Source: an optimization exercise on an open RTL-to-GDS flow (aim: small area, a short achievable clock period and few clock cycles). Production flows keep margins and buffers that such runs may drop.
In this exercise RTL edits were held to simulation tests only and were not proved equivalent to the original.
Power is estimated from default activity; no workload was simulated.

`design/flow/run.sh`:
```
#!/bin/bash
# synth_recipe.tcl (not shown) runs the flow's synth.tcl, then flattens the netlist and writes it again
# the make line also repeats each setting of config.mk as NAME=value (left out here)
make -C /OpenROAD-flow-scripts/flow DESIGN_CONFIG=/design/flow/config.mk WORK_HOME=/design/flow/orfs CLKGATE_MAP_FILE= SYNTH_SCRIPT=/design/flow/synth_recipe.tcl finish
```
`design/flow/config.mk`:
```
export PLATFORM = sky130hd
export DESIGN_NAME = cpu
export DESIGN_NICKNAME = cpu
export VERILOG_FILES = /design/flow/design.v
export SDC_FILE = /design/flow/constraint.sdc
export NUM_CORES = 4
export LEC_CHECK = 0
export CAP_MARGIN = 20
export CORE_MARGIN = 2
export CORE_UTILIZATION = 40
export SLEW_MARGIN = 20
```
`design/flow/constraint.sdc`:
```
create_clock -name core_clock -period 10.0 [get_ports {clk}]
set_input_delay 2.0000 -clock core_clock [delete_from_list [all_inputs] [get_ports {clk}]]
set_output_delay 2.0000 -clock core_clock [all_outputs]
set_load 0.01 [all_outputs]
```
`design/flow/design.v`:
```
module vDFF(clk,D,Q);
  parameter n=1;
  input clk;
  input [n-1:0] D;
  output [n-1:0] Q;
  reg [n-1:0] Q;
  always @(posedge clk)
    Q <= D;
endmodule
module load_enable_reg(clk, in, load, to_dec);
	parameter n = 16;
	input clk, load;
	input [n-1:0] in;
	output [n-1:0] to_dec;
	wire [n-1:0] next_to_dec;
	reg [n-1:0] to_dec;
	assign next_to_dec = load ? in : to_dec;
	always @(posedge clk) begin
		to_dec <= next_to_dec;
	end
endmodule
module shifter(in, shift, sout);
    input [15:0] in;
    input [1:0] shift;
    output [15:0] sout;
    reg [15:0] sout;
    always @* begin
         case (shift)
				2'b00: sout = in;
				2'b01: begin
							sout = in << 1;
							sout[0] = 1'b0;
						 end
				2'b10: begin
							sout = in >> 1;
							sout[15] = 1'b0;
						 end
				2'b11: begin
							sout = in >> 1;
							sout[15] = in[15];
						 end
			endcase
    end
endmodule
module ALU(Ain, Bin, ALUop, out, Z, N, V);
    input [15:0] Ain, Bin;
    input [1:0] ALUop;
    output [15:0] out;
    output Z, N, V;
    reg [15:0] out;
	 reg Z, N, V;
	 wire nV;
	 wire [15:0] otherout;
	 AddSub #(16) checkOverflow(Ain, Bin, ALUop[0], otherout, nV);
    always @* begin 
        case (ALUop)
            2'b00: out = Ain + Bin;		
            2'b01: out = Ain - Bin; 		
            2'b10: out = Ain & Bin;
            2'b11: out = ~Bin;
            default: out = 16'b0;
        endcase
        if (out == 16'b0)
            Z = 1'b1;
        else
            Z = 1'b0;
		  if (out[15] == 1'b1)
				N = 1'b1;
		  else
				N = 1'b0;
		  if (ALUop !== 2'b00 && ALUop !== 2'b01)
				V = 1'b0;
		  else
				V = nV;
    end  
endmodule
module AddSub(a, b, sub, s, ovf);
  parameter n = 16 ;
  input [n-1:0] a, b ;
  input sub ;            
  output [n-1:0] s ;
  output ovf ;           
  wire c1, c2 ;          
  wire ovf = c1 ^ c2 ;   
  Adder1 #(n-1) ai(a[n-2:0], b[n-2:0]^{n-1{sub}}, sub, c1, s[n-2:0]) ;
  Adder1 #(1)   as(a[n-1], b[n-1]^sub, c1, c2, s[n-1]) ;
endmodule
module Adder1(a,b,cin,cout,s) ;
  parameter n = 8 ;
  input [n-1:0] a, b ;
  input cin ;
  output [n-1:0] s ;
  output cout ;
  wire [n-1:0] s;
  wire cout ;
  assign {cout, s} = a + b + cin ;
endmodule 
module regfile(data_in, writenum, write, readnum, clk, data_out);
	input [15:0] data_in;
	input [2:0] writenum, readnum;
	input write, clk;
	output [15:0] data_out;
	wire [15:0] data_out;
	wire [7:0] hot_write_position;
	wire [7:0] hot_read_position;
	wire [15:0] R0, R1, R2, R3, R4, R5, R6, R7;
	Decode writing(writenum, hot_write_position);
	Decode reading(readnum, hot_read_position);
	vDDFE STORE0(clk, hot_write_position[0] & write, data_in, R0);
	vDDFE STORE1(clk, hot_write_position[1] & write, data_in, R1);
	vDDFE STORE2(clk, hot_write_position[2] & write, data_in, R2);
	vDDFE STORE3(clk, hot_write_position[3] & write, data_in, R3);
	vDDFE STORE4(clk, hot_write_position[4] & write, data_in, R4);
	vDDFE STORE5(clk, hot_write_position[5] & write, data_in, R5);
	vDDFE STORE6(clk, hot_write_position[6] & write, data_in, R6);
	vDDFE STORE7(clk, hot_write_position[7] & write, data_in, R7);
	DataoutMux pickValue(R0, R1, R2, R3, 
								R4, R5, R6, R7, hot_read_position, data_out);
endmodule
module vDDFE(clk, load, indata, outdata);
	parameter n = 16;		 
	input clk, load;
	input [n-1:0] indata;
	output [n-1:0] outdata;
	reg [n-1:0] outdata;
	wire [n-1:0] nextdata;
	assign nextdata = load ? indata : outdata;
	always @(posedge clk)
		outdata <= nextdata;			 
endmodule
module Decode(binpos, hotpos);
	input [2:0] binpos;
	output [7:0] hotpos;
	reg [7:0] hotpos;
	always @* begin
		case (binpos)
			0: hotpos = 8'b00000001;
			1: hotpos = 8'b00000010;
			2: hotpos = 8'b00000100;
			3: hotpos = 8'b00001000;
			4: hotpos = 8'b00010000;
			5: hotpos = 8'b00100000;
			6: hotpos = 8'b01000000;
			7: hotpos = 8'b10000000;
			default: hotpos = 8'b00000000;
		endcase
	end
endmodule
module DataoutMux(outR0, outR1, outR2, outR3, outR4, outR5, outR6, outR7, select, out);
	input [15:0] outR0, outR1, outR2, outR3, outR4, outR5, outR6, outR7;
	input [7:0] select;
	output [15:0] out;
	reg [15:0] out;
	always @* begin
		case(select)
			8'b00000001: out = outR0;
			8'b00000010: out = outR1;
			8'b00000100: out = outR2;
			8'b00001000: out = outR3;
			8'b00010000: out = outR4;
			8'b00100000: out = outR5;
			8'b01000000: out = outR6;
			8'b10000000: out = outR7;
			default: out = 16'b0;			 
		endcase
	end
endmodule
module datapath(clk, readnum, vsel, loada, loadb, shift, asel, bsel, ALUop, loadc, loads, writenum, write, mdata, sximm8, sximm5, PC, statusOut, datapath_out);
	input clk, loada, loadb, asel, bsel, loadc, loads, write;
	input [2:0] readnum, writenum;
	input [3:0] vsel;
	input [1:0] shift, ALUop;
	input [7:0] PC;
	input [15:0] mdata, sximm8, sximm5;
	output [2:0] statusOut;
	output [15:0] datapath_out;
	wire [15:0] data_out_reg, data_to_regfile, data_to_shifter, data_to_operandsA, data_to_operandsB;
	wire [15:0] data_to_ALUA, data_to_ALUB, data_to_c, data_back, datapath_out;
	wire Z, N, V;
	regfile REGFILE(data_to_regfile, writenum, write, readnum, clk, data_out_reg);
	pipelineRegs Aregs(data_out_reg, loada, clk, data_to_operandsA);
	pipelineRegs Bregs(data_out_reg, loadb, clk, data_to_shifter);
	shifter SHIFT(data_to_shifter, shift, data_to_operandsB);
	operandMux Amux(data_to_operandsA, 16'b0, asel, data_to_ALUA);
	operandMux Bmux(data_to_operandsB, sximm5, bsel, data_to_ALUB);
	ALU compute(data_to_ALUA, data_to_ALUB, ALUop, data_to_c, Z, N, V);
	statusReg status(Z, N, V, clk, loads, statusOut);
	pipelineRegs C(data_to_c, loadc, clk, data_back);
	assign datapath_out = data_back;
	writebackMux writeback(mdata, sximm8, {8'b0, PC}, data_back, vsel, data_to_regfile);
endmodule
module writebackMux(mdata, sximm8, zeros_PC, C, vsel, data_out);
	input [3:0] vsel;
	input [15:0] mdata, sximm8, C, zeros_PC;
	output [15:0] data_out;
	reg [15:0] data_out;
	always @* begin
		case (vsel)
			4'b0001: data_out = C;
			4'b0010: data_out = zeros_PC;
			4'b0100: data_out = sximm8;
			4'b1000: data_out = mdata;
			default: data_out = 16'b0;
		endcase
	end
endmodule
module pipelineRegs(data_in, load, clk, data_out);
	input [15:0] data_in;
	input load, clk;
	output [15:0] data_out;
	reg [15:0] data_out;
	wire [15:0] next_out;
	assign next_out = load ? data_in : data_out;		 
	always @(posedge clk) 
		data_out <= next_out;
endmodule
module operandMux(data_in, alternate_data, sel, out);
	input [15:0] data_in, alternate_data;
	input sel;
	output [15:0] out;
	reg [15:0] out;
	always @* begin
		case (sel)
			0: out = data_in;
			1: out = alternate_data;
			default: out = 16'b0;
		endcase
	end
endmodule
module statusReg(Z, N, V, clk, loads, statusOut);
		input Z, loads, clk, N, V;
		output [2:0] statusOut;
		reg [2:0] statusOut;
		wire [2:0] next_statusOut;
		assign next_statusOut = loads ? {N, V, Z} : statusOut;			 
		always @(posedge clk) 
			statusOut <= next_statusOut;
endmodule
module instruction_decoder(regout, nsel, opcode, ALUop, sximm5, sximm8, shift, readnum, writenum, cond);
    parameter n = 1;
    input [15:0] regout;
    input [2:0] nsel;
    output [2:0] opcode;
    output [1:0] ALUop;
    output [15:0] sximm5;
    output [15:0] sximm8;
    output [1:0] shift;
    output [2:0] readnum, cond;
    output [2:0] writenum;
    wire [2:0] Rn;
    wire [2:0] Rd;
    wire [2:0] Rm;
    wire [2:0] Rout;
    wire [4:0] imm5;
    wire [7:0] imm8;
	 wire [2:0] cond;
    assign opcode = regout[15:13];
    assign ALUop =  regout[12:11];
    assign shift = (regout[15] & ~regout[14] & ~regout[13]) ? 2'b0 : regout[4:3];		 
    assign imm5 = regout[4:0];
    assign imm8 = regout[7:0];
    SignExtend #(5,16) se1(imm5,sximm5);
    SignExtend #(8,16) se2(imm8,sximm8);
	 assign cond = (opcode == 3'b001) ? regout[10:8] : 3'b0;
    assign Rn = (opcode == 3'b001) ? 3'b0 : regout[10:8];
    assign Rd = regout[7:5]; 
    assign Rm = regout[2:0];
    Mux3 #(3) mx1(Rn,Rd,Rm,nsel,Rout);
    assign readnum = Rout;
    assign writenum = Rout;
endmodule
module SignExtend(a, b) ; 
    parameter n=2 ;
    parameter m=4 ; 
    input [n-1:0] a ; 
    output [m-1:0] b ;
    assign b = {{n{a[n-1]}},a};
endmodule
module Mux3(a2,a1,a0,s,b);
    parameter k=1;
    input [k-1:0] a0,a1,a2;
    input [2:0] s;
    output [k-1:0] b;
    wire [k-1:0] b = ({k{s[2]}} & a0) |
                      ({k{s[1]}} & a1) |
                      ({k{s[0]}} & a2);
endmodule
module statusComp(N, Z, V, cond, out);
	input N, Z, V;
	input [2:0] cond;
	output out;
	reg out;
	always @* begin
		case (cond)
			3'b001: out = (Z == 1'b1) ? 1'b1 : 1'b0;
			3'b010: out = (Z == 1'b0) ? 1'b1 : 1'b0;
			3'b011: out = N ^ V ? 1'b1 : 1'b0;
			3'b100: out = (N ^ V | (Z == 1'b1)) ? 1'b1 : 1'b0;
			3'b000: out = 1'b1;			 
			default: out = 1'b0;
		endcase
	end
endmodule
module fsm(clk, reset, opcode, op, stats, vsel, asel, bsel, nsel, loada, loadb, loadc, loads, write, load_ir, load_PC, mem_cmd, addr_sel, load_addr, reset_PC, load_sx, halt, load_r7);
	input reset, clk, stats; 
	input [2:0] opcode;
	input [1:0] op;
	output asel, bsel, loada, loadb, loadc, loads, write, load_ir, load_PC, addr_sel, load_addr, reset_PC, load_sx, halt, load_r7;
	output [1:0] mem_cmd;
	output [3:0] vsel;
	output [2:0] nsel;		 
	wire [4:0] p;
	wire [4:0] next_state_reset; 
	reg [4:0] next_state;
	reg [1:0] mem_cmd;
	reg asel, bsel, loada, loadb, loadc, loads, write, load_ir, load_PC, addr_sel, load_addr, reset_PC, load_sx, halt, load_r7;
	reg [3:0] vsel;
	reg [2:0] nsel;
	assign next_state_reset = reset ? 5'b00000 : next_state;
	always @* begin
		casex({p, reset, opcode, op, stats})
			{5'b00000, 7'b1xxxxxx}: begin 
				next_state = 5'b00000;
				reset_PC = 1;
				load_PC = 1;
				load_ir = 0;
				addr_sel = 0;
				mem_cmd = 2'b00;
				load_addr = 0;
				load_sx = 0;
				load_r7 = 0;
				asel = 0;
				bsel = 0;
				loada = 0;
				loadb = 0;
				loadc = 0;
				loads = 0; 
				write = 0;
				vsel = 0;
				nsel = 3'b0;
				halt = 0;
			end
			{5'b00000, 7'b0xxxxxx}: begin 
				next_state = 5'b01000;
				reset_PC = 1;
				load_PC = 1;
				load_ir = 0;
				addr_sel = 0;
				mem_cmd = 2'b00;
				load_addr = 0;
				load_sx = 0;
				load_r7 = 0;
				asel = 0;
				bsel = 0;
				loada = 0;
				loadb = 0;
				loadc = 0;
				loads = 0; 
				write = 0;
				vsel = 0;
				nsel = 3'b0;
				halt = 0;
			end
			{5'b01000, 7'b0xxxxxx}: begin
				next_state = 5'b01100;
				reset_PC = 0;
				load_PC = 0;
				load_ir = 0;
				addr_sel = 1;
				mem_cmd = 2'b10;
				load_addr = 0;
				load_sx = 0;
				load_r7 = 0;
				asel = 0;
				bsel = 0;
				loada = 0;
				loadb = 0;
				loadc = 0;
				loads = 0; 
				write = 0;
				vsel = 4'b1000;
				nsel = 3'b0;
				halt = 0;
			end
			{5'b01100, 7'b0xxxxxx}: begin
				next_state = 5'b01110;
				reset_PC = 0;
				load_PC = 0;
				load_ir = 1;
				addr_sel = 1;
				mem_cmd = 2'b10;
				load_addr = 0;
				load_sx = 0;
				load_r7 = 0;
				asel = 0;
				bsel = 0;
				loada = 0;
				loadb = 0;
				loadc = 0;
				loads = 0; 
				write = 0;
				vsel = 4'b1000;
				nsel = 3'b0;
				halt = 0;
			end
			{5'b01110, 7'b001011x}: begin
				next_state = 5'b00001;
				reset_PC = 0;
				load_PC = 0;
				load_ir = 0;
				addr_sel = 1;
				mem_cmd = 2'b00;
				load_addr = 0;
				load_sx = 0;
				load_r7 = 0;
				asel = 0;
				bsel = 0;
				loada = 0;
				loadb = 0;
				loadc = 0;
				loads = 0; 
				write = 0;
				vsel = 4'b1000;
				nsel = 3'b0;
				halt = 0;
			end
			{5'b01110, 7'b0xxxxxx}: begin
				next_state = 5'b00001;
				reset_PC = 0;
				load_PC = 1;
				load_ir = 0;
				addr_sel = 0;
				mem_cmd = 2'b00;
				load_addr = 0;
				load_sx = 0;
				load_r7 = 0;
				asel = 0;
				bsel = 0;
				loada = 0;
				loadb = 0;
				loadc = 0;
				loads = 0; 
				write = 0;
				vsel = 4'b1000;
				nsel = 3'b0;
				halt = 0;
			end
			{5'b00001, 7'b011010x}: begin 
				next_state = 5'b00010;
				reset_PC = 0;
				load_PC = 0;
				load_ir = 0;
				addr_sel = 0;
				mem_cmd = 2'b00;
				load_addr = 0;
				load_sx = 0;
				load_r7 = 0;
				asel = 0;
				bsel = 0;
				loada = 0;
				loadb = 0;
				loadc = 0;
				loads = 0; 
				write = 1;
				vsel = 4'b0100;
				nsel = 3'b001;		 
				halt = 0;
			end
			{5'b00001, 7'b011000x}, {5'b00001, 7'b010111x}: begin
				next_state = 5'b00011;
				reset_PC = 0;
				load_PC = 0;
				load_ir = 0;
				addr_sel = 0;
				mem_cmd = 2'b00;
				load_addr = 0;
				load_sx = 0;
				load_r7 = 0;
				asel = 0;
				bsel = 0;
				loada = 0;
				loadb = 0;
				loadc = 0;
				loads = 0; 
				write = 0;
				vsel = 4'b0100;
				nsel = 3'b100;		
				halt = 0;
			end
			{5'b00001, 7'b001000x}: begin
				next_state = 5'b00011;
				reset_PC = 0;
				load_PC = 0;
				load_ir = 0;
				addr_sel = 0;
				mem_cmd = 2'b00;
				load_addr = 0;
				load_sx = 0;
				load_r7 = 0;
				asel = 0;
				bsel = 0;
				loada = 0;
				loadb = 0;
				loadc = 0;
				loads = 0; 
				write = 0;
				vsel = 4'b0001;
				nsel = 3'b010;		
				halt = 0;
			end
			{5'b00001, 7'b001100x}, {5'b00001, 7'b010000x}: begin
				next_state = 5'b00111;
				reset_PC = 0;
				load_PC = 0;
				load_ir = 0;
				addr_sel = 0;
				mem_cmd = 2'b00;
				load_addr = 0;
				load_sx = 0;
				load_r7 = 0;
				asel = 0;
				bsel = 0;
				loada = 1;
				loadb = 0;
				loadc = 0;
				loads = 0; 
				write = 0;
				vsel = 4'b1000;
				nsel = 3'b001;	
				halt = 0;
			end
			{5'b00001, 7'b011100x}: begin
				next_state = 5'b01010;
				reset_PC = 0;
				load_PC = 0;
				load_ir = 0;
				addr_sel = 1;
				mem_cmd = 2'b00;
				load_addr = 0;
				load_sx = 0;
				load_r7 = 0;
				asel = 0;
				bsel = 0;
				loada = 0;
				loadb = 0;
				loadc = 0;
				loads = 0; 
				write = 0;
				vsel = 4'b0000;
				nsel = 3'b000;	
				halt = 1;
			end
			{5'b00001, 7'b0001001}: begin
				next_state = 5'b01000;			 
				reset_PC = 0;
				load_PC = 1;		 
				load_ir = 0;
				addr_sel = 1;
				mem_cmd = 2'b10;		 
				load_addr = 0;
				load_sx = 1;			 
				load_r7 = 0;
				asel = 0;
				bsel = 0;
				loada = 0;
				loadb = 0;
				loadc = 0;
				loads = 0; 
				write = 0;
				vsel = 4'b0000;
				nsel = 3'b000;	
				halt = 0;
			end
			{5'b00001, 7'b0001000}: begin
				next_state = 5'b01000;			 
				reset_PC = 0;
				load_PC = 0;		
				load_ir = 0;
				addr_sel = 1;
				mem_cmd = 2'b10;		 
				load_addr = 0;
				load_sx = 0;			 
				load_r7 = 0;
				asel = 0;
				bsel = 0;
				loada = 0;
				loadb = 0;
				loadc = 0;
				loads = 0; 
				write = 0;
				vsel = 4'b0000;
				nsel = 3'b000;	
				halt = 0;
			end
			{5'b00001, 7'b001011x}: begin
				next_state = 5'b00010;
				reset_PC = 0;
				load_PC = 1;		
				load_ir = 0;
				addr_sel = 1;
				mem_cmd = 2'b00;		
				load_addr = 0;
				load_sx = 0;			 
				load_r7 = 0;
				asel = 0;
				bsel = 0;
				loada = 0;
				loadb = 0;
				loadc = 0;
				loads = 0; 
				write = 0;			 
				vsel = 4'b0010;	 
				nsel = 3'b001;	
				halt = 0;
			end
			{5'b00010, 7'b001011x}: begin
				next_state = 5'b01111;
				reset_PC = 0;
				load_PC = 1;		 
				load_ir = 0;
				addr_sel = 1;
				mem_cmd = 2'b10;
				load_addr = 0;
				load_sx = 1;
				load_r7 = 0;
				asel = 0;
				bsel = 0;
				loada = 0;
				loadb = 0;
				loadc = 0;
				loads = 0; 
				write = 1;			 
				vsel = 4'b0010;	 
				nsel = 3'b001;	
				halt = 0;
			end
			{5'b01111, 7'b001011x}: begin
				next_state = 5'b01000;
				reset_PC = 0;
				load_PC = 0;		
				load_ir = 0;
				addr_sel = 1;
				mem_cmd = 2'b10;
				load_addr = 0;
				load_sx = 0;
				load_r7 = 0;
				asel = 0;
				bsel = 0;
				loada = 0;
				loadb = 0;
				loadc = 0;
				loads = 0; 
				write = 0;			
				vsel = 4'b0010;	 
				nsel = 3'b000;	
				halt = 0;
			end
			{5'b01010, 7'b0xxxxxx}: begin
				next_state = reset ? 5'b00000 : 5'b01010;
				reset_PC = 1;
				load_PC = 0;
				load_ir = 0;
				addr_sel = 0;
				mem_cmd = 2'b00;
				load_addr = 0;
				load_sx = 0;
				load_r7 = 0;
				asel = 0;
				bsel = 0;
				loada = 0;
				loadb = 0;
				loadc = 0;
				loads = 0; 
				write = 0;
				vsel = 4'b0000;
				nsel = 3'b000;	
				halt = 1;
			end
			{5'b00011, 7'b011000x}, {5'b00011, 7'b110111x}: begin
				next_state = 5'b00110;
				reset_PC = 0;
				load_PC = 0;
				load_ir = 0;
				addr_sel = 0;
				mem_cmd = 2'b00;
				load_addr = 0;
				load_sx = 0;
				load_r7 = 0;
				asel = 1;
				bsel = 0;
				loada = 0;
				loadb = 1;
				loadc = 0;
				loads = 0; 
				write = 0;
				vsel = 4'b0100;
				nsel = 3'b100;		 
				halt = 0;
			end
			{5'b00011, 7'b001000x}: begin
				next_state = 5'b00110;
				reset_PC = 0;
				load_PC = 0;
				load_ir = 0;
				addr_sel = 0;
				mem_cmd = 2'b00;
				load_addr = 0;
				load_sx = 0;
				load_r7 = 0;
				asel = 1;
				bsel = 0;
				loada = 0;
				loadb = 1;
				loadc = 0;
				loads = 0; 
				write = 0;
				vsel = 4'b0001;
				nsel = 3'b010;		 
				halt = 0;
			end
			{5'b00011, 7'b010101x}: begin
				next_state = 5'b00101;
				reset_PC = 0;
				load_PC = 0;
				load_ir = 0;
				addr_sel = 0;
				mem_cmd = 2'b00;
				load_addr = 0;
				load_sx = 0;
				load_r7 = 0;
				asel = 0;
				bsel = 0;
				loada = 0;
				loadb = 1;
				loadc = 0;
				loads = 0; 
				write = 0;
				vsel = 4'b0001;
				nsel = 3'b100;		
			   halt = 0;	
			end
			{5'b00111, 7'b001100x}, {5'b00111, 7'b010000x}: begin
				next_state = 5'b00110;
				reset_PC = 0;
				load_PC = 0;
				load_ir = 0;
				addr_sel = 0;
				mem_cmd = 2'b00;
				load_addr = 0;
				load_sx = 0;
				load_r7 = 0;
				asel = 0;
				bsel = 1;			 
				loada = 1;
				loadb = 0;
				loadc = 0;			
				loads = 0; 
				write = 0;
				vsel = 4'b0001;
				nsel = 3'b001;
				halt = 0;
			end
			{5'b00110, 7'b001100x}, {5'b00110, 7'b010000x}: begin
				next_state = 5'b00100;					 
				reset_PC = 0;
				load_PC = 0;
				load_ir = 0;
				addr_sel = 0;
				mem_cmd = 2'b00;
				load_addr = 1;	
				load_sx = 0;
				load_r7 = 0;
				asel = 0;
				bsel = 1;
				loada = 0;
				loadb = 0;
				loadc = 1;		 
				loads = 0; 
				write = 0;
				vsel = 4'b0001;
				nsel = 3'b001;	
		      halt = 0;		
			end
			{5'b00110, 7'b001000x}: begin
				next_state = 5'b01111;
				reset_PC = 0;
				load_PC = 0;		 
				load_ir = 0;
				addr_sel = 0;
				mem_cmd = 2'b00;
				load_addr = 0;
				load_sx = 0;
				load_r7 = 1;
				asel = 1;
				bsel = 0;
				loada = 0;
				loadb = 0;
				loadc = 1;
				loads = 0;
				write = 0;
				vsel = 4'b0001;
				nsel = 3'b010;
				halt = 0;
			end
			{5'b10110, 7'b010000x}: begin
				next_state = 5'b01111;
				reset_PC = 0;
				load_PC = 0;
				load_ir = 0;
				addr_sel = 1;
				mem_cmd = 2'b00;
				load_addr = 0;	
				load_sx = 0;
				load_r7 = 0;
				asel = 1;
				bsel = 0;
				loada = 0;
				loadb = 0;
				loadc = 1;		 
				loads = 0; 
				write = 0;
				vsel = 4'b0001;
				nsel = 3'b000;	
				halt = 0;
			end
			{5'b00100, 7'b001100x}: begin
				next_state = 5'b01111;
				reset_PC = 0;
				load_PC = 0;
				load_ir = 0;
				addr_sel = 0;
				mem_cmd = 2'b00;			 
				load_addr = 1;
				load_sx = 0;
				load_r7 = 0;
				asel = 0;
				bsel = 0;
				loada = 0;
				loadb = 0;
				loadc = 0;		
				loads = 0; 
				write = 0;
				vsel = 4'b1000;		 
				nsel = 3'b010;			 
				halt = 0;
			end
			{5'b00100, 7'b010000x}: begin
				next_state = 5'b00011;
				reset_PC = 0;
				load_PC = 0;
				load_ir = 0;
				addr_sel = 0;
				mem_cmd = 2'b00;			 
				load_addr = 1;
				load_sx = 0;
				load_r7 = 0;
				asel = 0;
				bsel = 0;
				loada = 0;
				loadb = 0;
				loadc = 0;		
				loads = 0; 
				write = 0;
				vsel = 4'b1000;		 
				nsel = 3'b010;			 
				halt = 0;
			end
			{5'b00011, 7'b010000x}: begin
				next_state = 5'b10110;
				reset_PC = 0;
				load_PC = 0;
				load_ir = 0;
				addr_sel = 0;
				mem_cmd = 2'b00;
				load_addr = 0;
				load_sx = 0;
				load_r7 = 0;
				asel = 1;
				bsel = 0;
				loada = 0;
				loadb = 1;
				loadc = 0;
				loads = 0; 
				write = 0;
				vsel = 4'b1000;
				nsel = 3'b010;	
				halt = 0;
			end
			{5'b01111, 7'b001000x}: begin
				reset_PC = 0;
				next_state = 5'b01000;
				load_PC = 1;
				load_ir = 0;
				addr_sel = 1;				 
				mem_cmd = 2'b10;			 
				load_addr = 0;
				load_sx = 0;
				load_r7 = 1;
				asel = 0;
				bsel = 0;
				loada = 0;
				loadb = 0;
				loadc = 0;		
				loads = 0; 
				write = 0;
				vsel = 4'b1000;		 
				nsel = 3'b010;		
			   halt = 0;	
			end
			{5'b01111, 7'b001100x}, {5'b01111, 7'b000100x}: begin
				next_state = 5'b00010;
				reset_PC = 0;
				load_PC = 0;
				load_ir = 0;
				addr_sel = 0;
				mem_cmd = 2'b10;			 
				load_addr = 1;
				load_sx = 0;
				load_r7 = 0;
				asel = 0;
				bsel = 0;
				loada = 0;
				loadb = 0;
				loadc = 0;		
				loads = 0; 
				write = 0;
				vsel = 4'b1000;		 
				nsel = 3'b010;		
			   halt = 0;	
			end
			{5'b01111, 7'b010000x}: begin
				next_state = 5'b01000;
				reset_PC = 0;
				load_PC = 0;
				load_ir = 0;
				addr_sel = 0;
				mem_cmd = 2'b01;			 
				load_addr = 0;
				load_sx = 0;
				load_r7 = 0;
				asel = 0;
				bsel = 0;
				loada = 0;
				loadb = 0;
				loadc = 0;		
				loads = 0; 
				write = 0;
				vsel = 4'b1000;		 
				nsel = 3'b010;	
				halt = 0;
			end
			{5'b00010, 7'b001100x}, {5'b00010, 7'b000100x}: begin
				next_state = 5'b01000;
				reset_PC = 0;
				load_PC = 0;
				load_ir = 0;
				addr_sel = 0;
				mem_cmd = 2'b10;
				load_addr = 0;
				load_sx = 0;
				load_r7 = 0;
				asel = 0;
				bsel = 0;
				loada = 0;
				loadb = 0;
				loadc = 0;
				loads = 0; 
				write = 1;
				vsel = 4'b1000;
				nsel = 3'b010;
				halt = 0;
			end
			{5'b00011, 7'b010000x}: begin
				next_state = 5'b10110;
				reset_PC = 0;
				load_PC = 0;
				load_ir = 0;
				addr_sel = 0;
				mem_cmd = 2'b00;
				load_addr = 0;
				load_sx = 0;
				load_r7 = 0;
				asel = 1;
				bsel = 0;
				loada = 0;
				loadb = 1;
				loadc = 0;
				loads = 0; 
				write = 0;
				vsel = 4'b0100;
				nsel = 3'b010;	
				halt = 0;
			end
			{5'b00011, 7'b0xxxxxx}: begin
				next_state = 5'b00110;
				reset_PC = 0;
				load_PC = 0;
				load_ir = 0;
				addr_sel = 0;
				mem_cmd = 2'b00;
				load_addr = 0;
				load_sx = 0;
				load_r7 = 0;
				asel = 0;
				bsel = 0;
				loada = 0;
				loadb = 1;
				loadc = 0;
				loads = 0; 
				write = 0;
				vsel = 4'b0100;
				nsel = 3'b100;		 
				halt = 0;
			end
			{5'b00001, 7'b0101xxx}: begin
				next_state = 5'b00111;
				reset_PC = 0;
				load_PC = 0;
				load_ir = 0;
				addr_sel = 0;
				mem_cmd = 2'b00;
				load_addr = 0;
				load_sx = 0;
				load_r7 = 0;
				asel = 0;
				bsel = 0;
				loada = 0;
				loadb = 0;
				loadc = 0;
				loads = 0; 
				write = 0;
				vsel = 4'b0001;
				nsel = 3'b001;		
			   halt = 0;	
			end
			{5'b00111, 7'b0xxxxxx}: begin
				next_state = 5'b00011;
				reset_PC = 0;
				load_PC = 0;
				load_ir = 0;
				addr_sel = 0;
				mem_cmd = 2'b00;
				load_addr = 0;
				load_sx = 0;
				load_r7 = 0;
				asel = 0;
				bsel = 0;
				loada = 1;
				loadb = 0;
				loadc = 0;			
				loads = 0; 
				write = 0;
				vsel = 4'b0001;
				nsel = 3'b001;
				halt = 0;
			end
			{5'b00111, 7'b0101xxx}: begin
				next_state = 5'b00011;
				reset_PC = 0;
				load_PC = 0;
				load_ir = 0;
				addr_sel = 0;
				mem_cmd = 2'b00;
				load_addr = 0;
				load_sx = 0;
				load_r7 = 0;
				asel = 0;
				bsel = 0;
				loada = 1;
				loadb = 0;
				loadc = 0;
				loads = 0; 
				write = 0;
				vsel = 4'b0001;
				nsel = 3'b001;		 
				halt = 0;
			end
			{5'b00110, 7'b011000x}: begin
				next_state = 5'b00010;
				reset_PC = 0;
				load_PC = 0;
				load_ir = 0;
				addr_sel = 0;
				mem_cmd = 2'b00;
				load_addr = 0;
				load_sx = 0;
				load_r7 = 0;
				asel = 1;
				bsel = 0;
				loada = 0;
				loadb = 0;
				loadc = 1;		 
				loads = 0; 
				write = 0;
				vsel = 4'b0001;
				nsel = 3'b000;			
				halt = 0;
			end
			{5'b00110, 7'b0xxxxxx}: begin
				next_state = 5'b00010;
				reset_PC = 0;
				load_PC = 0;
				load_ir = 0;
				addr_sel = 0;
				mem_cmd = 2'b00;
				load_addr = 0;
				load_sx = 0;
				load_r7 = 0;
				asel = 0;
				bsel = 0;
				loada = 0;
				loadb = 0;
				loadc = 1;		 
				loads = 0; 
				write = 0;
				vsel = 4'b0001;
				nsel = 3'b000;		
		   	halt = 0;	
			end
			{5'b00101, 7'b010101x}: begin
				next_state = 5'b01000;			 
				reset_PC = 0;
				load_PC = 0;
				load_ir = 0;
				addr_sel = 0;
				mem_cmd = 2'b00;
				load_addr = 0;
				load_sx = 0;
				load_r7 = 0;
				asel = 0;
				bsel = 0;
				loada = 0;
				loadb = 0;
				loadc = 0;
				loads = 1; 			 
				write = 0;
				vsel = 4'b0001;
				nsel = 3'b000;
				halt = 0;
			end
			{5'b00010, 7'b011010x}: begin 
				next_state = 5'b01000;
				reset_PC = 0;
				load_PC = 0;
				load_ir = 0;
				addr_sel = 0;
				mem_cmd = 2'b00;
				load_addr = 0;
				load_sx = 0;
				load_r7 = 0;
				asel = 0;
				bsel = 0;
				loada = 0;
				loadb = 0;
				loadc = 0;
				loads = 0; 
				write = 0;
				vsel = 4'b0001;
				nsel = 3'b001;			 
				halt = 0;
			end
			{5'b00010, 7'b0xxxxxx}: begin
				next_state = 5'b01000;
				reset_PC = 0;
				load_PC = 0;
				load_ir = 0;
				addr_sel = 0;
				mem_cmd = 2'b00;
				load_addr = 0;
				load_sx = 0;
				load_r7 = 0;
				asel = 0;
				bsel = 0;
				loada = 0;
				loadb = 0;
				loadc = 0;
				loads = 0; 
				write = 1;
				vsel = 4'b0001;			 
				nsel = 3'b010;		 
				halt = 0;
			end
			default: begin
				next_state = 5'b00000;
				reset_PC = 1'b1;
				load_PC = 0;
				load_ir = 0;
				addr_sel = 0;
				mem_cmd = 2'b00;
				load_addr = 0;
				load_sx = 0;
				load_r7 = 0;
				asel = 0;
				bsel = 0;
				loada = 0;
				loadb = 0;
				loadc = 0;
				loads = 0; 
				write = 0;
				vsel = 0;
				nsel = 3'b0;
				halt = 0;
			end
		endcase
	end
	vDFF #(5) updateState(clk, next_state_reset, p);
endmodule
module cpu(clk, reset, in, out, mem_addr, mem_cmd, halt);
    input clk, reset;
    input [15:0] in;					 
    output [15:0] out;
	 output [8:0] mem_addr;		 
	 output [1:0] mem_cmd;
	 output halt;
    wire [15:0] reg_to_dec, sximm5, sximm8, mdata;
	 wire [8:0] next_pc, PC, data_to_mem_addr;
	 wire [7:0] PC_indata;
	 wire [3:0] vsel;
	 wire [2:0] opcode, readnum, writenum, statusOut, nsel, cond;
	 wire [1:0] ALUop, shift, mem_cmd;
	 wire asel, bsel, loada, loadb, loadc, loads, write, load_ir, load_PC, addr_sel, load_addr, reset_PC, stats, load_sx, load_r7, N, V, Z;
	 assign N = statusOut[2];
	 assign V = statusOut[1];
	 assign Z = statusOut[0];
	 load_enable_reg #(16) instruction_register(clk, in, load_ir, reg_to_dec);
	 load_enable_reg #(9) pc(clk, next_pc, load_PC, PC);
	 assign PC_indata = PC[7:0];
	 load_enable_reg #(9) data_addr(clk, out[8:0], load_addr, data_to_mem_addr);
	 instruction_decoder #(16) decode(reg_to_dec, nsel, opcode, ALUop, sximm5, sximm8, shift, readnum, writenum, cond);
	 datapath DP(clk, readnum, vsel, loada, loadb, shift, asel, bsel, ALUop, loadc, loads, writenum, write, in, sximm8, sximm5, PC_indata, statusOut, out);
	 fsm FSM(clk, reset, opcode, ALUop, stats, vsel, asel, bsel, nsel, loada, loadb, loadc, loads, write, load_ir, load_PC, mem_cmd, addr_sel, load_addr, reset_PC, load_sx, halt, load_r7);
	 general_2MUX #(9) addrMUX(addr_sel, data_to_mem_addr, PC, mem_addr);
     toPC to_pc(load_r7, out[8:0], load_sx, sximm8[8:0], PC, reset_PC, next_pc);
	 statusComp comparestats(N, Z, V, cond, stats);
endmodule
module toPC(load_r7, r7_in, load_sx, sxim8, PC, reset_pc, next_pc);
	input load_sx, reset_pc, load_r7;
	input [8:0] sxim8, PC, r7_in;
	output [8:0] next_pc;
	wire [8:0] pc_added, r7mux_out, loop_back;
	assign loop_back = PC + 9'b000000001;
    general_2MUX #(9) loadR7(load_r7, loop_back, r7_in, r7mux_out);
	assign pc_added = load_sx ? (r7mux_out + sxim8 - 9'b000000001) : r7mux_out;
	general_2MUX #(9) loadMux(reset_pc, pc_added, 9'b0, next_pc);
endmodule
module general_2MUX(sel, in0, in1, out);
	parameter n = 9;
	input sel;
	input [n-1:0] in0, in1;
	output [n-1:0] out;
	assign out = sel ? in1 : in0;
endmodule
```
==> impl_metrics.csv, run 1 <==
group,metric,value,unit
global_routing,grtUsageMet2,40.66,%
critical_path,start_kind,"input port",
synthesis,async_flop_share,0,%
synthesis,ys_top_cells_by_area,"edfxtp_1 (49%), ha_1 (4.4%), a22oi_1 (3.8%)",
detailed_routing,firstDrtPassIters,6,
critical_path,crit_fanout,15,
detailed_routing,via_per_inst,6.101,
detailed_routing,vias,10460,
global_routing,met3_usage,3.087,%
synthesis,syn_area,13130,um2
synthesis,synth_top_family_by_area,"simple AND/OR/NAND/NOR gates",
final_layout,final_cell_area,14890,um2
synthesis,synth-simple-area-share,18.03,%
timing,rsz0062_at_grt,"no",
final_layout,nFillCells,2968,
global_routing,top_usage_layer,"met2",
synthesis,yosysUniqueCellTypes,106,
global_routing,grt_start_max_net_pins,63,
placed_design,pre_cts_slack,2.062,ns
detailed_routing,drc,0,
critical_path,required,10.37,ns
synthesis,syn_inst,1222,
cts,cts_tree,"built",
final_layout,num_antenna_cells,0,
detailed_routing,drt_iter0_markers,1063,
critical_path,critPathArrivalTime,7.90,ns
power,ir_drop,0.1557,mV
outcome,outcome,"complete, no violations",
timing,tns,0,ns
cts,cts-root-buf,"clkbuf_16",
die,ioPinCount,46,
final_layout,nNetsFinal,1320,
synthesis,ys_warn_count,14,
cts,ctsHtreeMaxLevel,1,
die,die_height,185.2,um
timing,min_period,7.530,ns
global_routing,globalRouteTotalUtil,24.10,%
placed_design,portBuffers,45,
flow_run,cap_violations,0,
synthesis,synth-seq-cells,218,
synthesis,synth_top_area_share,48.71,%
timing,fmax,132.8,MHz
critical_path,end_kind,"register",
die,core_area,32450,um2
cts,clkLatencyLatePin,0.54,ns
cts,hold_buffers,0,
timing,worst_slew_pin_slew,1.061,ns
placed_design,place_congestion,0.9697,
synthesis,avgSynthCellArea,10.75,um2
timing,fin_ws,2.470,ns
synthesis,post_synth_mux_area_share,2.944,%
final_layout,multi_input_area,6206,um2
min_path,holdCritPathClass,"reg -> reg",
global_routing,grt-ovfl-total,0,
detailed_routing,ant_nets,0,
placed_design,dp_hpwl,29720,um
die,dieArea,34290,um2
die,die_w,185.2,um
global_routing,grt_pass1_wl,62000,um
synthesis,synth_compound_area_share,17.43,%
timing,relSlewSlack,29.18,%
cts,cts.clk_slew.worst_paths,0.06,ns
global_routing,first_global_vias,9928,
final_layout,syn_to_final_growth,13.43,%
synthesis,synthAdderAreaFrac,4.535,%
synthesis,synth_xor_area_share,3.916,%
global_routing,grt_antenna_before_repair,0,
global_routing,grt_use_met1,32.50,%
detailed_routing,wl_per_cell,24.04,um
synthesis,syn-num-nets,1287,
synthesis,dominantRegCellSynth,"edfxtp_1",
timing,holdWs,0.5969,ns
synthesis,synthTopCellsByCount,"edfxtp_1 (213), nand2_1 (108), nor2_1 (81)",
cts,cts-resized-gates,0,
timing,fin_skew,0.01084,ns
die,row_count,66,
timing,slew_viol_final,0,
timing,fin_crit_sh,75.30,%
synthesis,synth_top_cell_by_area,"edfxtp_1",
synthesis,synth_edf_count,213,
cts,cts_sinks,218,
power,p_leak,5.173,nW
die,initial_utilization,40.46,%
final_layout,drive_gt1_share,10.85,%
final_layout,regArea,6496,um2
timing,hold_viol_final,0,
detailed_routing,drt-total-wl,41200,um
power,total_power,2.089,mW
cts,clockBufferDepth,3,
synthesis,yosysSeqAreaShare,49.47,%
power,p_per_area,140.3,nW/um2
placed_design,postPlaceCellArea,14080,um2
critical_path,critical_path_class,"in -> reg",
cts,cts_setup_buffers,0,
synthesis,synth.most_common_cell,"edfxtp_1",
timing,setup_violations,0,
cts,cts_buffers,25,
-- stage by stage --
step | util, % | instances
after floorplan | - | 1222
after global placement | 43.36 | 1670
after detailed placement | 43.38 | 1670
after CTS | 45.89 | 1714
after global routing | 45.89 | 1714
final | 45.89 | 1714
-- placed cells by master (no fill, tap or decap), types with 7 or more instances in the layout --
cell,count
a21o_1,17
clkdlybuf4s50_1,45
or3_1,10
a211oi_1,7
o211ai_1,12
nor3b_1,9
nand2b_1,11
mux2i_1,17
and3_1,18
a22oi_1,66
buf_4,24
o21ai_0,45
nor3_1,26
clkbuf_16,25
nand3_1,36
ha_1,46
nor2_1,81
o31ai_1,9
xor2_1,19
a21oi_1,53
or2_2,7
and2_1,8
xnor2_1,36
a31oi_1,13
nand4_1,29
a222oi_1,10
edfxtp_1,213
mux2_2,16
inv_1,48
nand2_1,108
nor2b_1,18
a221oi_1,8
nand3b_1,9
nor4_1,11
a221o_1,9
-- worst max-delay path, stage by stage --
cell and delay [ns]:
clkdlybuf4s50_1 0.71, or4bb_1 0.69, o22ai_1 0.46, a22oi_4 0.28, mux2i_1 0.32, ha_1 0.27
nor2_1 0.08, xor2_1 0.15, ha_1 0.38, nor2b_1 0.18, a221oi_1 0.46, o221ai_2 0.20
a31oi_4 0.31, xnor2_1 0.14, a221oi_1 0.29, o221ai_1 0.19, nor4_1 0.40, nand4bb_1 0.16
nor4_2 0.22
-- power by group --
part	internal, mW	switching, mW
registers	1.01	0.00979
clock network	0.540	0.375
logic	0.0648	0.0928
total	1.61	0.478
-- per-layer routing --
metal  part of all wire (%)  wire, um  vias up
li1                       -         -     4801
met1                     43     17600     5142
met2                     48     19740      441
met3                    6.6      2701       73
met4                    2.8      1168        0
met5                      0         0        -
-- path summary, 6_finish.rpt --
| kind | cells after the start | end | startpoint | slack (ns) |
|---|---|---|---|---|
| max | 19 | DP.status.statusOut[0]$_DFFE_PP_ | reset | 2.47 |
| min | 2 | DP.Bregs.data_out[4]$_DFFE_PP_ | DP.REGFILE.STORE7.outdata[4]$_DFFE_PP_ | 0.60 |
| max reg2reg | 20 | DP.status.statusOut[0]$_DFFE_PP_ | instruction_register.to_dec[4]$_DFFE_PP_ | 3.03 |
| min reg2reg | 2 | DP.Bregs.data_out[4]$_DFFE_PP_ | DP.REGFILE.STORE7.outdata[4]$_DFFE_PP_ | 0.60 |
-- logic make-up (layout without fill, tap and decap cells) --
| logic type | after synthesis | count (layout) |
|---|---|---|
| and+or+nand+nor | 437 | 437 |
| AOI/OAI and AO/OA | 314 | 314 |
| DFF | 218 | 218 |
| buffers and inverters | 114 | 164 |
| xor gates and xnor gates | 57 | 57 |
| adders and majority gates | 47 | 47 |
| muxes | 35 | 35 |
-- final cells by class --
| class | count | area share (%) |
|---|---|---|
| inverters | 51 | 1.285 |
| well taps | 442 | 3.713 |
| repair buffers | 69 | 4.234 |
| clock buffers | 29 | 4.301 |
| multi-input cells | 890 | 41.67 |
| flip-flops and latches | 218 | 43.62 |
| clock inverters | 15 | 1.184 |
Testbench counts, summed over its fixed seeds: cycles 171,155.
==> inputs of run 2 (changes only) <==
==> design/flow/design.v (replaced) <==
module cpu(clk, reset, in, out, mem_addr, mem_cmd, halt);
  input clk, reset;
  input [15:0] in;
  output [15:0] out;
  output [8:0] mem_addr;
  output [1:0] mem_cmd;
  output halt;
  reg [15:0] R [0:7];
  reg [15:0] ir;
  reg        ir_v;      
  reg        infl;      
  reg [8:0]  pcf;       
  reg        go;        
  reg        ldwb;      
  reg [2:0]  ld_rd;
  reg        halted;
  reg        fn, fv, fz;
  wire [2:0] op   = ir[15:13];
  wire       exec = go & ir_v & ~ldwb & ~halted;
  wire       i_mov = (op == 3'b110);
  wire       i_movi = i_mov & ir[12];
  wire       i_alu = (op == 3'b101);
  wire       i_ldr = (op == 3'b011);
  wire       i_str = (op == 3'b100);
  wire       i_b   = (op == 3'b001);
  wire       i_bl  = (op == 3'b010) & ir[12];
  wire       i_bx  = (op == 3'b010) & ~ir[12];
  wire       i_hlt = (op == 3'b111);
  wire [2:0]  rb_sel = (i_str | i_bx) ? ir[7:5] : ir[2:0];
  wire [15:0] ra = R[ir[10:8]];
  wire [15:0] rb = R[rb_sel];
  reg [15:0] sb;
  always @* begin
    case (ir[4:3])
      2'b00: sb = rb;
      2'b01: sb = {rb[14:0], 1'b0};
      2'b10: sb = {1'b0, rb[15:1]};
      default: sb = {rb[15], rb[15:1]};
    endcase
  end
  wire        sub = ir[11];
  wire [15:0] bx  = sub ? ~sb : sb;
  wire [15:0] sum = ra + bx + {15'b0, sub};
  reg  [15:0] res;
  always @* begin
    if (i_mov) res = sb;
    else case (ir[12:11])
      2'b00: res = sum;
      2'b01: res = sum;
      2'b10: res = ra & sb;
      default: res = ~sb;
    endcase
  end
  wire i_cmp = i_alu & (ir[12:11] == 2'b01);
  wire [8:0] pce = pcf - {8'b0, infl};           
  wire [8:0] btgt = pce + {ir[7], ir[7:0]};
  reg take;
  always @* begin
    case (ir[10:8])
      3'b000: take = 1'b1;
      3'b001: take = fz;
      3'b010: take = ~fz;
      3'b011: take = fn ^ fv;
      3'b100: take = (fn ^ fv) | fz;
      default: take = 1'b0;
    endcase
  end
  wire redirect = exec & ((i_b & take) | i_bl | i_bx);
  wire [8:0] rtgt = i_bx ? rb[8:0] : btgt;
  wire [8:0] agen  = ra[8:0] + {{4{ir[4]}}, ir[4:0]};
  wire       dmem  = exec & (i_ldr | i_str);
  wire       fetch = go & ~halted & ~dmem & ~(exec & i_hlt);
  wire [8:0] faddr = redirect ? rtgt : pcf;
  assign mem_addr = dmem ? agen : faddr;
  assign mem_cmd  = dmem ? (i_str ? 2'b01 : 2'b10) : (fetch ? 2'b10 : 2'b00);
  assign out      = rb;
  assign halt     = halted | (exec & i_hlt);
  wire sthit = exec & i_str & infl & (agen == pce);
  reg        we;
  reg [2:0]  wa;
  reg [15:0] wd;
  always @* begin
    we = 1'b0; wa = ir[7:5]; wd = res;
    if (ldwb) begin
      we = go; wa = ld_rd; wd = in;
    end else if (exec) begin
      if (i_movi) begin
        we = 1'b1; wa = ir[10:8]; wd = {{8{ir[7]}}, ir[7:0]};
      end else if (i_bl) begin
        we = 1'b1; wa = 3'b111; wd = {8'b0, pce[7:0]};
      end else if (i_mov | (i_alu & ~i_cmp)) begin
        we = 1'b1;
      end
    end
  end
  always @(posedge clk)
    if (we) R[wa] <= wd;
  always @(posedge clk) begin
    if (reset) begin
      go <= 1'b0; ir_v <= 1'b0; infl <= 1'b0; ldwb <= 1'b0; halted <= 1'b0;
      pcf <= 9'd0;
    end else begin
      go <= 1'b1;
      if (go) begin
        infl <= fetch;
        if (fetch) pcf <= faddr + 9'd1;
        else if (sthit) pcf <= pce;
        if (~(ir_v & ldwb)) begin
          ir   <= in;
          ir_v <= infl & ~redirect & ~sthit;
        end
        ldwb <= exec & i_ldr;
        if (exec & i_hlt) halted <= 1'b1;
      end
    end
  end
  always @(posedge clk) begin
    if (exec & i_ldr) ld_rd <= ir[7:5];
    if (exec & i_cmp) begin
      fn <= sum[15];
      fz <= (sum == 16'b0);
      fv <= (ra[15] ^ sb[15]) & (sum[15] ^ ra[15]);
    end
  end
endmodule
==> impl_metrics.csv, run 2 <==
group,metric,value,unit
critical_path,crit_top_cell,"a21oi_1",
final_layout,regMostFlops,"R",
die,initial_utilization,40.74,%
synthesis,ys_warn_count,1,
cts,cts.clk_slew.worst_paths,0.08,ns
cts,cts_sinks,167,
timing,slew_viol_final,0,
synthesis,syn_inst,992,
detailed_routing,via_per_inst,5.848,
detailed_routing,ant_nets,0,
final_layout,final_cell_area,12840,um2
global_routing,first_global_vias,8182,
timing,tns,0,ns
placed_design,pre_cts_slack,3.319,ns
timing,holdWs,0.4893,ns
cts,hold_buffers,0,
cts,cts_buffers,17,
detailed_routing,wl_per_cell,22.59,um
synthesis,syn-num-nets,1050,
critical_path,crit_fanout,32,
final_layout,final_common_cell,"edfxtp_1",
die,row_count,61,
timing,relSlewSlack,24.28,%
critical_path,required,8.00,ns
timing,rsz0062_at_grt,"no",
synthesis,synth_edf_count,150,
detailed_routing,vias,8275,
cts,cts-root-buf,"clkbuf_16",
global_routing,grt_pass1_wl,48980,um
final_layout,layout_common_cells,"edfxtp_1 (150), mux2i_1 (113), nand2_1 (75), nor2_1 (56), xnor2_1 (54)",
cts,cts_setup_buffers,0,
synthesis,synth_top_cell_by_area,"edfxtp_1",
outcome,outcome,"complete, no violations",
cts,cts-resized-gates,0,
critical_path,crit_slowest_cell,"mux4_2",
min_path,holdCritPathClass,"reg -> reg",
critical_path,crit_buf_inv,3,
cts,ctsHtreeMaxLevel,4,
die,die_w,172.4,um
final_layout,drive_gt1_share,16.39,%
final_layout,fin_util,46.10,%
critical_path,max_stage_delay,0.57,ns
die,dieArea,29740,um2
timing,fin_skew,0.01826,ns
cts,cts_tree,"built",
timing,fmax,142.6,MHz
power,p_per_area,165.7,nW/um2
timing,min_period,7.010,ns
critical_path,critical_path_class,"reg -> out",
placed_design,postPlaceCellArea,12230,um2
die,core_area,27860,um2
synthesis,synth.most_common_cell,"edfxtp_1",
placed_design,portBuffers,45,
detailed_routing,firstDrtPassIters,5,
power,total_power,2.128,mW
placed_design,dp_hpwl,22690,um
synthesis,ys_top_cells_by_area,"edfxtp_1 (40%), mux2i_1 (10%), mux4_2 (6.9%)",
global_routing,globalRouteTotalUtil,22.30,%
final_layout,nNetsFinal,1082,
detailed_routing,drc,0,
synthesis,synth-seq-cells,167,
critical_path,start_kind,"register",
global_routing,grt_start_max_net_pins,41,
synthesis,dominantRegCellSynth,"edfxtp_1",
synthesis,yosysSeqAreaShare,42.69,%
synthesis,syn_area,11350,um2
synthesis,async_flop_share,0,%
critical_path,cp_cell_sequence,"buf_4 > mux4_2 > mux2i_1 > inv_1 > ha_1 > fa_1 > a21o_1 > a21oi_1 > o21bai_1 > a21oi_1 > o21bai_1 > a21oi_1 > xnor2_1 > mux2_2 > clkdlybuf4s50_1",
power,ir_drop,0.1535,mV
power,p_leak,4.673,nW
critical_path,cp_top_family,"multiplexers",
final_layout,largest_reg_flops,128,
cts,clkLatencyLatePin,0.44,ns
timing,worst_slew_pin_slew,1.124,ns
timing,fin_ws,2.990,ns
timing,setup_violations,0,
placed_design,post-place-cells,1383,
final_layout,num_antenna_cells,0,
die,die_height,172.4,um
global_routing,grt-ovfl-total,0,
synthesis,avgSynthCellArea,11.44,um2
synthesis,yosysUniqueCellTypes,76,
placed_design,place_congestion,0.9139,
synthesis,synthTopCellsByCount,"edfxtp_1 (150), mux2i_1 (113), nand2_1 (76)",
final_layout,top_regs,"R: 128 flops, ir: 16 flops, pcf: 9 flops",
final_layout,syn_to_final_growth,13.15,%
critical_path,critPathArrivalTime,5.01,ns
detailed_routing,drt_iter0_markers,731,
critical_path,end_kind,"output port",
global_routing,grt_antenna_before_repair,0,
flow_run,cap_violations,0,
cts,clockBufferDepth,2,
die,ioPinCount,46,
timing,hold_viol_final,0,
synthesis,synth_top_area_share,39.69,%
timing,fin_crit_sh,70.10,%
final_layout,instances_no_fill,1415,
detailed_routing,drt-total-wl,31960,um
-- run 2: logic make-up after synthesis --
kind of cell / share of synthesized area (%)
and+or+nand+nor: 10.20
AOI/OAI and AO/OA: 11.54
DFF: 42.69
buffers and inverters: 2.976
muxes: 22.27
xor gates and xnor gates: 5.722
adders and majority gates: 4.608
-- run 2: worst paths after layout --
path                        from                  end  slack, ns  cells after the start
max                     register          mem_addr[8]       2.99                     15
min          pcf[0]$_SDFFE_PP0P_  pcf[0]$_SDFFE_PP0P_       0.49                      2
max reg2reg     ir[12]$_DFFE_PP_   R[2][14]$_DFFE_PP_       3.29                     21
min reg2reg  pcf[0]$_SDFFE_PP0P_  pcf[0]$_SDFFE_PP0P_       0.49                      2
-- run 2: worst register-to-register path, stage by stage, from the launching register on --
cell and delay [ns]:
edfxtp_1 0.36, buf_4 0.24, nand2b_1 0.29, a21boi_4 0.30, mux2i_4 0.75, a2111oi_0 0.23
nor4_2 0.73, mux2_2 0.29, mux2i_1 0.13, xnor2_1 0.21, fa_1 0.46, a21o_1 0.19
a21o_1 0.20, a21oi_1 0.19, o21ai_0 0.14, a31oi_1 0.20, nor2b_1 0.08, o41ai_1 0.44
o21ai_0 0.20, xor2_1 0.19, a221oi_1 0.11, o211ai_1 0.53
-- run 2: report_power, final --
| group | leakage, nW | switching, mW | internal, mW |
|---|---|---|---|
| logic | 2.88 | 0.355 | 0.250 |
| registers | 1.50 | 0.0129 | 0.811 |
| clock network | 0.297 | 0.340 | 0.359 |
-- run 2: layer usage --
layer  track usage (%)  up-vias  routed length, um
li1                  -     3843                  -
met1             31.18     4147              14580
met2             36.54      252              15190
met3             3.662       33               1798
met4             4.750        0                388
met5                 0        -                  0
-- run 2: layout make-up --
cell class,count,area [um2]
inverter,31,116.4
multi-input combinational,745,6216
clock inverter,15,186.4
sequential,167,4847
tap,378,473.0
timing repair buffer,62,578.1
fill,2556,15020
clock buffer,17,425.4
Testbench counts of run 2, summed over its fixed seeds: cycles 34,507.

==> port drivers added, routing unchanged <==
Ports are ideal in the flow. The routed layouts listed here were re-timed in OpenROAD. Step 1: set_driving_cell puts a clkbuf_16 on clk and a buf_2 on each other input, an assumption about the parent block. Step 2 adds t to the input delays and takes it off the output delays; t is the mean of the earliest and latest rising clock arrival at the registers after step 1. Input paths then give back, and output paths get back, about the clock's delay inside the block. a / b / c = ideal / step 1 / step 2; a / b = the first two.
run | t (ns) | setup slack, ns | slew at the worst register clock pin (ns) | pins driven straight from the clock port
run 1 | 0.583 | 2.470 / 2.492 / 1.910 | 0.06 / 0.06 | 1
run 2 | 0.484 | 2.990 / 2.940 / 3.288 | 0.09 / 0.09 | 1
After both steps setup and hold are still met in every run listed. For run 1, which loses most, drivers alone change the setup slack by +0.022 ns; drivers and shift together by -0.560 ns.
